Source: an optimization exercise on an open RTL-to-GDS flow (aim: small area, a short achievable clock period and few clock cycles per item). Production flows keep margins and buffers that such runs may drop. RTL that was checked went through simulation tests only; none was proved equivalent to the original.

==> run M <==
==> flow/design.v <==
module bitcoin_hash (input logic clk, reset_n, start,
                     input logic [15:0] message_addr, output_addr,
                     output logic done, mem_we,
                     output logic [15:0] mem_addr,
                     output logic [31:0] mem_write_data,
                     input logic [31:0] mem_read_data);
  localparam logic [31:0] IV0 = 32'h6a09e667, IV1 = 32'hbb67ae85,
                          IV2 = 32'h3c6ef372, IV3 = 32'ha54ff53a,
                          IV4 = 32'h510e527f, IV5 = 32'h9b05688c,
                          IV6 = 32'h1f83d9ab, IV7 = 32'h5be0cd19;
  localparam logic [2047:0] KTAB = {
    32'h428a2f98, 32'h71374491, 32'hb5c0fbcf, 32'he9b5dba5, 32'h3956c25b, 32'h59f111f1, 32'h923f82a4, 32'hab1c5ed5,
    32'hd807aa98, 32'h12835b01, 32'h243185be, 32'h550c7dc3, 32'h72be5d74, 32'h80deb1fe, 32'h9bdc06a7, 32'hc19bf174,
    32'he49b69c1, 32'hefbe4786, 32'h0fc19dc6, 32'h240ca1cc, 32'h2de92c6f, 32'h4a7484aa, 32'h5cb0a9dc, 32'h76f988da,
    32'h983e5152, 32'ha831c66d, 32'hb00327c8, 32'hbf597fc7, 32'hc6e00bf3, 32'hd5a79147, 32'h06ca6351, 32'h14292967,
    32'h27b70a85, 32'h2e1b2138, 32'h4d2c6dfc, 32'h53380d13, 32'h650a7354, 32'h766a0abb, 32'h81c2c92e, 32'h92722c85,
    32'ha2bfe8a1, 32'ha81a664b, 32'hc24b8b70, 32'hc76c51a3, 32'hd192e819, 32'hd6990624, 32'hf40e3585, 32'h106aa070,
    32'h19a4c116, 32'h1e376c08, 32'h2748774c, 32'h34b0bcb5, 32'h391c0cb3, 32'h4ed8aa4a, 32'h5b9cca4f, 32'h682e6ff3,
    32'h748f82ee, 32'h78a5636f, 32'h84c87814, 32'h8cc70208, 32'h90befffa, 32'ha4506ceb, 32'hbef9a3f7, 32'hc67178f2
  };
  function automatic logic [31:0] rotr(input logic [31:0] x, input int r);
    rotr = (x >> r) | (x << (32 - r));
  endfunction
  function automatic logic [63:0] csa(input logic [31:0] x, y, z);
    logic [31:0] s, c;
    s = x ^ y ^ z;
    c = (x & y) | (x & z) | (y & z);
    csa = {c[30:0], 1'b0, s};
  endfunction
  localparam logic [3:0] IDLE = 4'd0, FILL = 4'd1, LD1 = 4'd2, B1 = 4'd3, FF1 = 4'd4,
                         LD2F = 4'd5, B2 = 4'd6, LD3 = 4'd7, B3 = 4'd8, LD2N = 4'd9,
                         OUTX = 4'd10, OUTY = 4'd11;
  logic [3:0]  ph;
  logic [5:0]  t;
  logic [3:0]  n;
  logic [31:0] a, b, c, d, e, f, g, hkw;
  logic [31:0] W [0:15];
  logic [31:0] ma [0:3];
  logic [31:0] me [0:3];
  wire rnd  = (ph == B1) | (ph == B2) | (ph == B3);
  wire ldiv = (ph == LD1) | (ph == LD3);
  wire ldm  = (ph == LD2F) | (ph == LD2N);
  wire [31:0] S1 = rotr(e, 6) ^ rotr(e, 11) ^ rotr(e, 25);
  wire [31:0] S0 = rotr(a, 2) ^ rotr(a, 13) ^ rotr(a, 22);
  wire [31:0] ch = (e & f) ^ (~e & g);
  wire [31:0] mj = (a & b) | (c & (a | b));
  wire [63:0] pa1 = csa(hkw, ch, mj);
  wire [63:0] pa2 = csa(pa1[31:0], pa1[63:32], S1);
  wire [63:0] pa3 = csa(pa2[31:0], pa2[63:32], S0);
  wire [31:0] a_new = pa3[31:0] + pa3[63:32];
  wire [63:0] pe1 = csa(hkw, ch, d);
  wire [63:0] pe2 = csa(pe1[31:0], pe1[63:32], S1);
  wire [31:0] e_new = pe2[31:0] + pe2[63:32];
  wire [5:0]  kidx = t + 6'd1;
  wire [31:0] kw   = KTAB[(6'd63 - kidx) * 32 +: 32];
  wire [31:0] hx   = ldm ? me[3] : ldiv ? IV7 : g;
  wire [31:0] hy   = (ph == LD3) ? a : W[1];
  wire [31:0] hz   = (ph == LD3) ? ma[3] : 32'd0;
  wire [63:0] ph1  = csa(hx, kw, hy);
  wire [63:0] ph2  = csa(ph1[31:0], ph1[63:32], hz);
  wire [31:0] hkw_new = ph2[31:0] + ph2[63:32];
  wire [31:0] s0w = rotr(W[1], 7) ^ rotr(W[1], 18) ^ (W[1] >> 3);
  wire [31:0] s1w = rotr(W[14], 17) ^ rotr(W[14], 19) ^ (W[14] >> 10);
  wire [63:0] pw1 = csa(W[0], W[9], s0w);
  wire [63:0] pw2 = csa(pw1[31:0], pw1[63:32], s1w);
  wire [31:0] w_new = pw2[31:0] + pw2[63:32];
  wire        useM = (ph == B2) | (ph == LD3);
  wire [1:0]  k    = rnd ? (2'd0 - t[1:0]) : 2'd0;
  logic [31:0] iva, ive;
  always_comb begin
    case (k)
      2'd0: begin iva = IV0; ive = IV4; end
      2'd1: begin iva = IV1; ive = IV5; end
      2'd2: begin iva = IV2; ive = IV6; end
      default: begin iva = IV3; ive = IV7; end
    endcase
  end
  wire [31:0] fa = (useM ? ma[3] : iva) + a;
  wire [31:0] fe = (useM ? me[3] : ive) + e;
  wire ffw  = (t >= 6'd61);
  wire rot  = (rnd & ffw & (ph != B3)) | (ph == FF1) | (ph == LD3);
  wire rld  = (ph == B1) | (ph == FF1);
  wire        inj1 = (ph == B1) & (t >= 6'd50);
  wire        inj3 = (ph == B3) & (t >= 6'd49);
  wire [4:0]  j    = inj1 ? {1'b0, t[3:0]} - 5'd2 : inj3 ? {1'b0, t[3:0]} - 5'd1 :
                     (ph == FF1) ? 5'd14 : 5'd15;
  wire        inj  = inj1 | inj3 | (ph == FF1) | ldm;
  wire [3:0]  nn   = (ph == B1) ? 4'd0 : n + 4'd1;
  wire        c3   = ((ph == B2) & (t >= 6'd57)) | (ph == LD3);
  logic [31:0] w15;
  always_comb begin
    if ((ph == FILL) | (ph == LD1) | (inj & (j < 5'd3))) w15 = mem_read_data;
    else if (inj) begin
      if (j == 5'd3) w15 = {28'd0, nn};
      else if (j == 5'd4) w15 = 32'h80000000;
      else if (j == 5'd15) w15 = 32'd640;
      else w15 = 32'd0;
    end else if (c3) begin
      if (ph == LD3) w15 = 32'd256;
      else if (t == 6'd57) w15 = 32'h80000000;
      else w15 = 32'd0;
    end else w15 = w_new;
  end
  wire        wr_next = (ph == LD2N) | (ph == OUTX) | ((ph == B3) & (t == 6'd63));
  logic [4:0] off;
  always_comb begin
    if (ph == IDLE) off = 5'd0;
    else if (ph == FILL) off = {1'b0, t[3:0]} + 5'd1;
    else if (ph == B1) off = t[4:0] - 5'd0;       
    else off = t[4:0] + 5'd1;                     
  end
  wire [15:0] abase = wr_next ? output_addr : message_addr;
  wire [15:0] aoff  = wr_next ? {12'd0, (ph == OUTX) ? 4'd15 : n} : {11'd0, off};
  integer i;
  always_ff @(posedge clk) begin
    if (ldiv) begin
      a <= IV0; b <= IV1; c <= IV2; d <= IV3; e <= IV4; f <= IV5; g <= IV6;
    end else if (ldm) begin
      a <= ma[0]; b <= ma[1]; c <= ma[2]; d <= ma[3];
      e <= me[0]; f <= me[1]; g <= me[2];
    end else begin
      a <= a_new; b <= a; c <= b; d <= c;
      e <= e_new; f <= e; g <= f;
    end
    hkw <= hkw_new;
    for (i = 0; i < 15; i = i + 1) W[i] <= W[i+1];
    W[15] <= w15;
    if (ph == B2 && t == 6'd61) begin W[6] <= fa; W[10] <= fe; end
    if (ph == B2 && t == 6'd62) begin W[4] <= fa; W[8]  <= fe; end
    if (ph == B2 && t == 6'd63) begin W[2] <= fa; W[6]  <= fe; end
    if (ph == LD3)              begin W[0] <= fa; W[4]  <= fe; end
    if (rot) begin
      ma[1] <= ma[0]; ma[2] <= ma[1]; ma[3] <= ma[2];
      me[1] <= me[0]; me[2] <= me[1]; me[3] <= me[2];
      ma[0] <= rld ? fa : ma[3];
      me[0] <= rld ? fe : me[3];
    end
    mem_write_data <= fa;
    mem_addr <= abase + aoff;
    if (!reset_n) begin
      ph <= IDLE;
      done <= 1'b0;
      mem_we <= 1'b0;
    end else begin
      mem_we <= 1'b0;
      case (ph)
        IDLE: if (start) begin
          done <= 1'b0;
          ph <= FILL;
          t <= 6'd0;
          n <= 4'd0;
        end
        FILL: begin
          t <= t + 6'd1;
          if (t == 6'd15) begin ph <= LD1; t <= 6'd63; end
        end
        LD1: begin ph <= B1; t <= 6'd0; end
        B1: if (t == 6'd63) ph <= FF1; else t <= t + 6'd1;
        FF1: ph <= LD2F;
        LD2F: begin ph <= B2; t <= 6'd0; end
        B2: if (t == 6'd63) ph <= LD3; else t <= t + 6'd1;
        LD3: begin ph <= B3; t <= 6'd0; end
        B3: if (t == 6'd63) ph <= (n == 4'd15) ? OUTX : LD2N; else t <= t + 6'd1;
        LD2N: begin ph <= B2; t <= 6'd0; n <= n + 4'd1; mem_we <= 1'b1; end
        OUTX: begin ph <= OUTY; mem_we <= 1'b1; end
        OUTY: begin ph <= IDLE; done <= 1'b1; end
        default: ph <= IDLE;
      endcase
    end
  end
endmodule
==> flow/run.sh <==
#!/bin/bash
# synth_recipe.tcl (not shown) runs the flow's synth.tcl, then flattens the netlist and writes it again
# the make line also repeats each setting of config.mk as NAME=value (left out here)
make -C /OpenROAD-flow-scripts/flow DESIGN_CONFIG=/design/flow/config.mk WORK_HOME=/design/flow/orfs CLKGATE_MAP_FILE= SYNTH_SCRIPT=/design/flow/synth_recipe.tcl finish
==> flow/config.mk <==
export PLATFORM = sky130hd
export DESIGN_NAME = bitcoin_hash
export DESIGN_NICKNAME = bitcoin_hash
export VERILOG_FILES = /design/flow/design.v
export SDC_FILE = /design/flow/constraint.sdc
export NUM_CORES = 4
export LEC_CHECK = 0
export CAP_MARGIN = 20
export CORE_MARGIN = 2
export CORE_UTILIZATION = 40
export PLACE_DENSITY = 0.6
export SLEW_MARGIN = 20
==> flow/constraint.sdc <==
create_clock -name core_clock -period 12.0 [get_ports {clk}]
set_input_delay 2.4000 -clock core_clock [delete_from_list [all_inputs] [get_ports {clk}]]
set_output_delay 2.4000 -clock core_clock [all_outputs]
set_load 0.01 [all_outputs]
==> inputs of run D, as changes to run M <==
--- a/flow/design.v
+++ b/flow/design.v
@@ -37,9 +37,12 @@
   logic [31:0] W [0:15];
   logic [31:0] ma [0:3];
   logic [31:0] me [0:3];
+  logic f_ldiv, f_ldm, f_ld3, f_useM;
+  logic [1:0] f_k;
+  logic [31:0] kr;    
   wire rnd  = (ph == B1) | (ph == B2) | (ph == B3);
-  wire ldiv = (ph == LD1) | (ph == LD3);
-  wire ldm  = (ph == LD2F) | (ph == LD2N);
+  wire ldiv = f_ldiv;
+  wire ldm  = f_ldm;
   wire [31:0] S1 = rotr(e, 6) ^ rotr(e, 11) ^ rotr(e, 25);
   wire [31:0] S0 = rotr(a, 2) ^ rotr(a, 13) ^ rotr(a, 22);
   wire [31:0] ch = (e & f) ^ (~e & g);
@@ -51,21 +54,18 @@
   wire [63:0] pe1 = csa(hkw, ch, d);
   wire [63:0] pe2 = csa(pe1[31:0], pe1[63:32], S1);
   wire [31:0] e_new = pe2[31:0] + pe2[63:32];
-  wire [5:0]  kidx = t + 6'd1;
-  wire [31:0] kw   = KTAB[(6'd63 - kidx) * 32 +: 32];
-  wire [31:0] hx   = ldm ? me[3] : ldiv ? IV7 : g;
-  wire [31:0] hy   = (ph == LD3) ? a : W[1];
-  wire [31:0] hz   = (ph == LD3) ? ma[3] : 32'd0;
-  wire [63:0] ph1  = csa(hx, kw, hy);
-  wire [63:0] ph2  = csa(ph1[31:0], ph1[63:32], hz);
-  wire [31:0] hkw_new = ph2[31:0] + ph2[63:32];
+  localparam logic [2047:0] KNEXT = {KTAB[2015:0], KTAB[2047:2016]};
+  wire [31:0] hx   = ldm ? me[3] : f_ld3 ? (IV7 + 32'h428a2f98) : ldiv ? IV7 : g;
+  wire [31:0] hy   = f_ld3 ? a : W[1];
+  wire [63:0] ph1  = csa(hx, kr, hy);
+  wire [31:0] hkw_new = ph1[31:0] + ph1[63:32];
   wire [31:0] s0w = rotr(W[1], 7) ^ rotr(W[1], 18) ^ (W[1] >> 3);
   wire [31:0] s1w = rotr(W[14], 17) ^ rotr(W[14], 19) ^ (W[14] >> 10);
   wire [63:0] pw1 = csa(W[0], W[9], s0w);
   wire [63:0] pw2 = csa(pw1[31:0], pw1[63:32], s1w);
   wire [31:0] w_new = pw2[31:0] + pw2[63:32];
-  wire        useM = (ph == B2) | (ph == LD3);
-  wire [1:0]  k    = rnd ? (2'd0 - t[1:0]) : 2'd0;
+  wire        useM = f_useM;
+  wire [1:0]  k    = f_k;
   logic [31:0] iva, ive;
   always_comb begin
     case (k)
@@ -111,6 +111,26 @@
   end
   wire [15:0] abase = wr_next ? output_addr : message_addr;
   wire [15:0] aoff  = wr_next ? {12'd0, (ph == OUTX) ? 4'd15 : n} : {11'd0, off};
+  logic [3:0] ph_nx;
+  logic [5:0] t_nx;
+  always_comb begin
+    ph_nx = ph; t_nx = t;
+    case (ph)
+      IDLE: if (start) begin ph_nx = FILL; t_nx = 6'd0; end
+      FILL: if (t == 6'd15) begin ph_nx = LD1; t_nx = 6'd63; end else t_nx = t + 6'd1;
+      LD1:  begin ph_nx = B1; t_nx = 6'd0; end
+      B1:   if (t == 6'd63) ph_nx = FF1; else t_nx = t + 6'd1;
+      FF1:  ph_nx = LD2F;
+      LD2F: begin ph_nx = B2; t_nx = 6'd0; end
+      B2:   if (t == 6'd63) ph_nx = LD3; else t_nx = t + 6'd1;
+      LD3:  begin ph_nx = B3; t_nx = 6'd0; end
+      B3:   if (t == 6'd63) ph_nx = (n == 4'd15) ? OUTX : LD2N; else t_nx = t + 6'd1;
+      LD2N: begin ph_nx = B2; t_nx = 6'd0; end
+      OUTX: ph_nx = OUTY;
+      OUTY: ph_nx = IDLE;
+      default: ph_nx = IDLE;
+    endcase
+  end
   integer i;
   always_ff @(posedge clk) begin
     if (ldiv) begin
@@ -142,30 +162,19 @@
       done <= 1'b0;
       mem_we <= 1'b0;
     end else begin
-      mem_we <= 1'b0;
-      case (ph)
-        IDLE: if (start) begin
-          done <= 1'b0;
-          ph <= FILL;
-          t <= 6'd0;
-          n <= 4'd0;
-        end
-        FILL: begin
-          t <= t + 6'd1;
-          if (t == 6'd15) begin ph <= LD1; t <= 6'd63; end
-        end
-        LD1: begin ph <= B1; t <= 6'd0; end
-        B1: if (t == 6'd63) ph <= FF1; else t <= t + 6'd1;
-        FF1: ph <= LD2F;
-        LD2F: begin ph <= B2; t <= 6'd0; end
-        B2: if (t == 6'd63) ph <= LD3; else t <= t + 6'd1;
-        LD3: begin ph <= B3; t <= 6'd0; end
-        B3: if (t == 6'd63) ph <= (n == 4'd15) ? OUTX : LD2N; else t <= t + 6'd1;
-        LD2N: begin ph <= B2; t <= 6'd0; n <= n + 4'd1; mem_we <= 1'b1; end
-        OUTX: begin ph <= OUTY; mem_we <= 1'b1; end
-        OUTY: begin ph <= IDLE; done <= 1'b1; end
-        default: ph <= IDLE;
-      endcase
+      ph <= ph_nx;
+      mem_we <= (ph == LD2N) | (ph == OUTX);
+      if (ph == IDLE && start) done <= 1'b0;
+      if (ph == OUTY) done <= 1'b1;
     end
+    t <= t_nx;
+    if (ph == IDLE) n <= 4'd0;
+    else if (ph == LD2N) n <= n + 4'd1;
+    f_ldiv <= (ph_nx == LD1) | (ph_nx == LD3);
+    f_ldm  <= (ph_nx == LD2F) | (ph_nx == LD2N);
+    f_ld3  <= (ph_nx == LD3);
+    f_useM <= (ph_nx == B2) | (ph_nx == LD3);
+    f_k    <= ((ph_nx == B1) | (ph_nx == B2) | (ph_nx == B3)) ? (2'd0 - t_nx[1:0]) : 2'd0;
+    kr     <= (ph_nx == LD3) ? ma[2] : KNEXT[(6'd63 - t_nx) * 32 +: 32];
   end
 endmodule
==> flow/flow/run.sh (new file) <==
#!/bin/bash
# Standard ORFS layout (the standard.sh), with the timing repair asked to
# overshoot the clock constraint so the achieved period is as short as it can be.
set -euo pipefail
bash standard.sh SETUP_SLACK_MARGIN=8 finish > flow_make.log 2>&1
==> flow/standard.sh (new file) <==
#!/bin/bash
# synth_recipe.tcl (not shown) runs the flow's synth.tcl, then flattens the netlist and writes it again
# the make line also repeats each setting of config.mk as NAME=value (left out here)
make -C /OpenROAD-flow-scripts/flow DESIGN_CONFIG=/design/flow/config.mk WORK_HOME=/design/flow/orfs CLKGATE_MAP_FILE= SYNTH_SCRIPT=/design/flow/synth_recipe.tcl "${@:-finish}"
removed: flow/run.sh
==> comparison <==
- Critical path depth: run D is lower than run M (6).
- Against run M, the clock skew of run D is lower by 0.043 ns.
- Sequential cell count: run D is higher than run M (38).
- Against run D, the wire length of run M is lower by 6.5%.
- Of run M and run D, run D has the higher die area (gap 0.90%, measured against run D).
- Against run D, the register-to-register slack of run M is lower by 3.8 ns.
- Sequential share of layout area: run M is higher than run D (3.9 points).
- Hold slack: run D is higher than run M (0.015 ns).
- Fmax: run D is larger than run M (about 80%).
Testbench counts of run D, summed over its fixed seeds: cycles 34,640, jobs 16.
Only the layout flow was run in run M; the RTL was not checked for function there.

-- separate check: timing with driven ports --
The flow's constraints put no driver on any port. The routed layouts listed below were extracted and timed again, unchanged, in two steps. Step 1 (the two cells are an assumption about what drives the block):
set clk [get_ports {clk}]
set_driving_cell -lib_cell sky130_fd_sc_hd__clkbuf_16 $clk
set_driving_cell -lib_cell sky130_fd_sc_hd__buf_2 [delete_from_list [all_inputs] $clk]
Step 2, shift: input delay + t, output delay - t, t = (earliest + latest rising clock arrival at the registers) / 2. This alone moves slack from input paths to output paths. Slacks: ideal / step 1 / step 2; pairs: ideal / step 1.
| run | shift t [ns] | setup WS [ns] | worst register clock-pin slew, ns |
|---|---|---|---|
| run M | 0.788 | 3.362 / 3.362 / 3.362 | 0.08 / 0.08 |
| run D | 0.827 | 7.165 / 7.165 / 7.047 | 0.07 / 0.07 |
After both steps every run listed still meets setup and hold. The setup slack of run D, which loses most, moves by 0.000 ns with the drivers and by -0.118 ns with both steps.
